Background: an optimization exercise with open tools, aiming at small area. Do not read the settings as production practice.
In this exercise RTL edits were held to simulation tests only and were not proved equivalent to the original.
No activity file was given, so power comes from the tool's default toggle rates.

== middle ==
==> flow/design.v (excerpt) <==
module npu (
    input  logic        clk,
    input  logic        rst_ni,
    input  logic        ena,
    input  logic        wea,
    input  logic [15:0] addra,
    input  logic [31:0] dina,
    output logic [31:0] douta
);
    localparam logic [2:0] S_IDLE      = 3'd0;
    localparam logic [2:0] S_CONV1_LD  = 3'd1;
    localparam logic [2:0] S_CONV1_CAL = 3'd2;
    localparam logic [2:0] S_CONV2_LD  = 3'd3;
    localparam logic [2:0] S_CONV2_CAL = 3'd4;
    localparam logic [2:0] S_FCN       = 3'd5;
    localparam logic [2:0] S_FCN_LAST  = 3'd6;
    localparam logic [2:0] S_DONE      = 3'd7;
    wire       rst = ~rst_ni;
    wire [2:0] sel = addra[14:12];
    wire       wr  = ena & wea;
    wire       rd  = ena & ~wea;
    logic [2:0]  state;
    logic        pe_ready, pack_in_valid, done_reg;
    logic        host_trigger, host_next_state, host_pe_clear;
    logic        host_img_clear, host_conv_w_clear, host_pack_clear;
    logic [71:0] img, conv_w;         
    logic [2:0]  img_zero, w_zero;    
    logic        img_shifted, w_shifted;
    logic [1:0]  live01;
    logic [19:0] conv_x;              
    logic        conv_zero;           
    logic [19:0] result_reg;
    logic [7:0]  pack_reg [0:3];
    logic [1:0]  pack_addr;
    logic [31:0] fcn_in_n;            
    logic [23:0] acc [0:2];
    logic [5:0] ctl, ctl_n;
    assign ctl = {host_pack_clear, host_conv_w_clear, host_img_clear,
                  host_pe_clear, host_next_state, host_trigger};
    always_comb begin
        if (rst)                      ctl_n = 6'd0;
        else if (wr && sel == 3'd4)   ctl_n = dina[5:0];
        else if (ena)                 ctl_n = ctl;
        else                          ctl_n = 6'd0;
    end
    logic [2:0] state_n;
    logic       pe_ready_n;
  ...
Size: roughly 84 I/O pins, about 27000 um2 of cells after synthesis.
clock: 12.0 ns
lec_check: 0
cap_margin: 20
core_margin: 2
core_utilization: 70
cts_buf_list: sky130_fd_sc_hd__clkbuf_8
cts_cluster_diameter: 80
cts_cluster_size: 16
gpl_timing_driven: 0
place_density: 0.85
slew_margin: 20
synth_hierarchical: 1
standard.sh (not shown) runs the stock make flow with config.mk's settings and CLKGATE_MAP_FILE= SYNTH_SCRIPT=/design/flow/synth_recipe.tcl, a recipe that flattens the netlist after the stock synthesis.
==> flow/flow/run.sh <==
#!/bin/bash
# The standard ORFS layout (standard.sh), with different buffering:
#  - each port gets a sky130_fd_sc_hd__buf_1 buffer instead of buffer_ports' default cell;
#  - the constant-1 inputs of the adder cells share one tie cell per module (no tie fanout repair).
# repair_design, CTS and repair_timing run as in the standard flow.
set -euo pipefail
cp config.mk flow_config.mk
cat >> flow_config.mk <<'CFG'
export BUFFER_PORTS_ARGS = -buffer_cell sky130_fd_sc_hd__buf_1
export REMOVE_ABC_BUFFERS = 1
export SKIP_REPAIR_TIE_FANOUT = 1
CFG
sed "s#DESIGN_CONFIG=[^ ]*#DESIGN_CONFIG=$PWD/flow_config.mk#" standard.sh > flow_standard.sh
bash flow_standard.sh > flow_standard.log 2>&1
What south does differently from middle at the input level:
# middle
export LEC_CHECK = 0
export CAP_MARGIN = 20
export CORE_MARGIN = 2
export CORE_UTILIZATION = 70
export CTS_BUF_LIST = sky130_fd_sc_hd__clkbuf_8
export CTS_CLUSTER_DIAMETER = 80
export CTS_CLUSTER_SIZE = 16
export GPL_TIMING_DRIVEN = 0
export PLACE_DENSITY = 0.85
export SLEW_MARGIN = 20
export SYNTH_HIERARCHICAL = 1
create_clock -name core_clock -period 12.0 [get_ports {clk}]
# south
export LEC_CHECK = 0
export CAP_MARGIN = 20
export CORE_MARGIN = 2
export CORE_UTILIZATION = 60
export CTS_BUF_LIST = sky130_fd_sc_hd__clkbuf_8
export CTS_CLUSTER_DIAMETER = 80
export CTS_CLUSTER_SIZE = 16
export GPL_TIMING_DRIVEN = 0
export PLACE_DENSITY = 0.75
export SLEW_MARGIN = 20
export SYNTH_HIERARCHICAL = 1
create_clock -name core_clock -period 12.0 [get_ports {clk}]
Notes after the runs:
Taking middle as the reference, in south instance count of the mapped netlist stayed essentially flat; largest incremental delay on the critical path rose by 0.05 ns; final non-filler cell area rose by 0.84%.

* * *

Another version of the RTL of npu (not shown whole).
For scale: ~2400 cells after synthesis, about 84 I/O pins.
export LEC_CHECK = 0
export CAP_MARGIN = 20
export CORE_MARGIN = 2
export CORE_UTILIZATION = 45
export CTS_BUF_LIST = sky130_fd_sc_hd__clkbuf_8
export CTS_CLUSTER_DIAMETER = 80
export CTS_CLUSTER_SIZE = 16
export PLACE_DENSITY = 0.6
export SLEW_MARGIN = 20
export SYNTH_HIERARCHICAL = 1
create_clock -name core_clock -period 12.0 [get_ports {clk}]
run.sh (not shown) runs the stock make flow with config.mk's settings and CLKGATE_MAP_FILE= SYNTH_SCRIPT=/design/flow/synth_recipe.tcl, a recipe that flattens the netlist after the stock synthesis.
Stock flow here: none of the scripts above is used.
Then changed:
==> flow/flow/run.sh (new file) <==
#!/bin/bash
# The standard ORFS layout (standard.sh), with different buffering:
#  - each port gets a sky130_fd_sc_hd__buf_1 buffer instead of buffer_ports' default cell;
#  - the constant-1 inputs of the adder cells share one tie cell per module (no tie fanout repair).
# repair_design, CTS and repair_timing run as in the standard flow.
set -euo pipefail
cp config.mk flow_config.mk
cat >> flow_config.mk <<'CFG'
export BUFFER_PORTS_ARGS = -buffer_cell sky130_fd_sc_hd__buf_1
export REMOVE_ABC_BUFFERS = 1
export SKIP_REPAIR_TIE_FANOUT = 1
CFG
sed "s#DESIGN_CONFIG=[^ ]*#DESIGN_CONFIG=$PWD/flow_config.mk#" standard.sh > flow_standard.sh
bash flow_standard.sh > flow_standard.log 2>&1
==> flow/standard.sh (new file) <==
#!/bin/bash
# synth_recipe.tcl (not shown) runs the flow's synth.tcl, then flattens the netlist and writes it again
# the make line also repeats each setting of config.mk as NAME=value (left out here)
make -C /OpenROAD-flow-scripts/flow DESIGN_CONFIG=/design/flow/config.mk WORK_HOME=/design/flow/orfs CLKGATE_MAP_FILE= SYNTH_SCRIPT=/design/flow/synth_recipe.tcl "${@:-finish}"
Settings changed: GPL_TIMING_DRIVEN set to 0.
removed: flow/run.sh
After rerunning: The changed run produced a clean layout. Power increases by 0.98%. Worst hold slack hardly moves. Via count barely changes. Routed wire length increases by about 2.6%. Clock skew increases by 0.018 ns.
Then changed:
==> flow/run.sh (new file) <==
#!/bin/bash
# synth_recipe.tcl (not shown) runs the flow's synth.tcl, then flattens the netlist and writes it again
# the make line also repeats each setting of config.mk as NAME=value (left out here)
make -C /OpenROAD-flow-scripts/flow DESIGN_CONFIG=/design/flow/config.mk WORK_HOME=/design/flow/orfs CLKGATE_MAP_FILE= SYNTH_SCRIPT=/design/flow/synth_recipe.tcl finish
Settings changed: CTS_BUF_LIST sky130_fd_sc_hd__clkbuf_8 to sky130_fd_sc_hd__clkbuf_16, CTS_CLUSTER_DIAMETER 80 to 100, CTS_CLUSTER_SIZE 16 to 24, GPL_TIMING_DRIVEN 0 to not set.
removed: flow/flow/run.sh
removed: flow/standard.sh
- The changed run passed the timing, DRC and antenna checks
- power rises by 3.0%
- wire length falls by about 2.6%
- die area stays the same
- first-iteration DRC count falls by about 13%
- fmax rises by about 4%
Then changed:
==> flow/flow/run.sh (new file) <==
#!/bin/bash
# The standard ORFS layout (standard.sh), with different buffering:
#  - each port gets a sky130_fd_sc_hd__buf_1 buffer instead of buffer_ports' default cell;
#  - the constant-1 inputs of the adder cells share one tie cell per module (no tie fanout repair).
# repair_design, CTS and repair_timing run as in the standard flow.
set -euo pipefail
cp config.mk flow_config.mk
cat >> flow_config.mk <<'CFG'
export BUFFER_PORTS_ARGS = -buffer_cell sky130_fd_sc_hd__buf_1
export REMOVE_ABC_BUFFERS = 1
export SKIP_REPAIR_TIE_FANOUT = 1
CFG
sed "s#DESIGN_CONFIG=[^ ]*#DESIGN_CONFIG=$PWD/flow_config.mk#" standard.sh > flow_standard.sh
bash flow_standard.sh > flow_standard.log 2>&1
==> flow/standard.sh (new file) <==
#!/bin/bash
# synth_recipe.tcl (not shown) runs the flow's synth.tcl, then flattens the netlist and writes it again
# the make line also repeats each setting of config.mk as NAME=value (left out here)
make -C /OpenROAD-flow-scripts/flow DESIGN_CONFIG=/design/flow/config.mk WORK_HOME=/design/flow/orfs CLKGATE_MAP_FILE= SYNTH_SCRIPT=/design/flow/synth_recipe.tcl "${@:-finish}"
Settings changed: CORE_UTILIZATION 45 to 60, CTS_BUF_LIST sky130_fd_sc_hd__clkbuf_16 to sky130_fd_sc_hd__clkbuf_8, CTS_CLUSTER_DIAMETER 100 to 80, CTS_CLUSTER_SIZE 24 to 16, GPL_TIMING_DRIVEN set to 0, PLACE_DENSITY 0.6 to 0.75.
removed: flow/run.sh
Non-clock buffer count came out lower by 49.
First-iteration DRC count rises by about a fifth.
Clock power fell by about a fifth.
Die area shrinks by a quarter to a third.
Combinational power rises slightly.
Synthesized area stays the same.

what the ideal ports hide:
In the flow no input, the clock included, has a driving cell. The finished layouts below were timed again as built, in two steps.
Step 1 assumes that a clkbuf_16 drives the clock port and a buf_2 every other input.
Step 2 adds t to the input delays and takes it off the output delays; t is the mean of the earliest and latest rising clock arrival at the registers after step 1. Input paths then give back, and output paths get back, about the clock's delay inside the block.
Slacks: no drivers / after step 1 / after step 2; pairs: no drivers / after step 1.
run | shift t [ns] | setup WS [ns] | hold WS [ns] | latest minus earliest clock arrival (ns) | worst slew at a driven data input, ns
middle | 0.708 | 0.453 / 0.453 / 0.453 | 0.451 / 0.451 / 0.451 | 0.027 / 0.027 | 0.04
south | 0.708 | 0.415 / 0.415 / 0.415 | 0.427 / 0.427 / 0.427 | 0.063 / 0.064 | 0.04
the first run of note 2 | 0.747 | 1.548 / 1.548 / 1.548 | 0.451 / 0.451 / 0.451 | 0.030 / 0.030 | 0.09
the second run of note 2 | 0.687 | 1.086 / 1.086 / 1.086 | 0.452 / 0.452 / 0.452 | 0.048 / 0.048 | 0.14
the third run of note 2 | 0.658 | 1.529 / 1.529 / 1.529 | 0.451 / 0.451 / 0.451 | 0.050 / 0.050 | 0.09
the fourth run of note 2 | 0.734 | 1.051 / 1.051 / 1.051 | 0.450 / 0.450 / 0.450 | 0.066 / 0.066 | 0.11
After both steps every run listed still meets setup and hold.
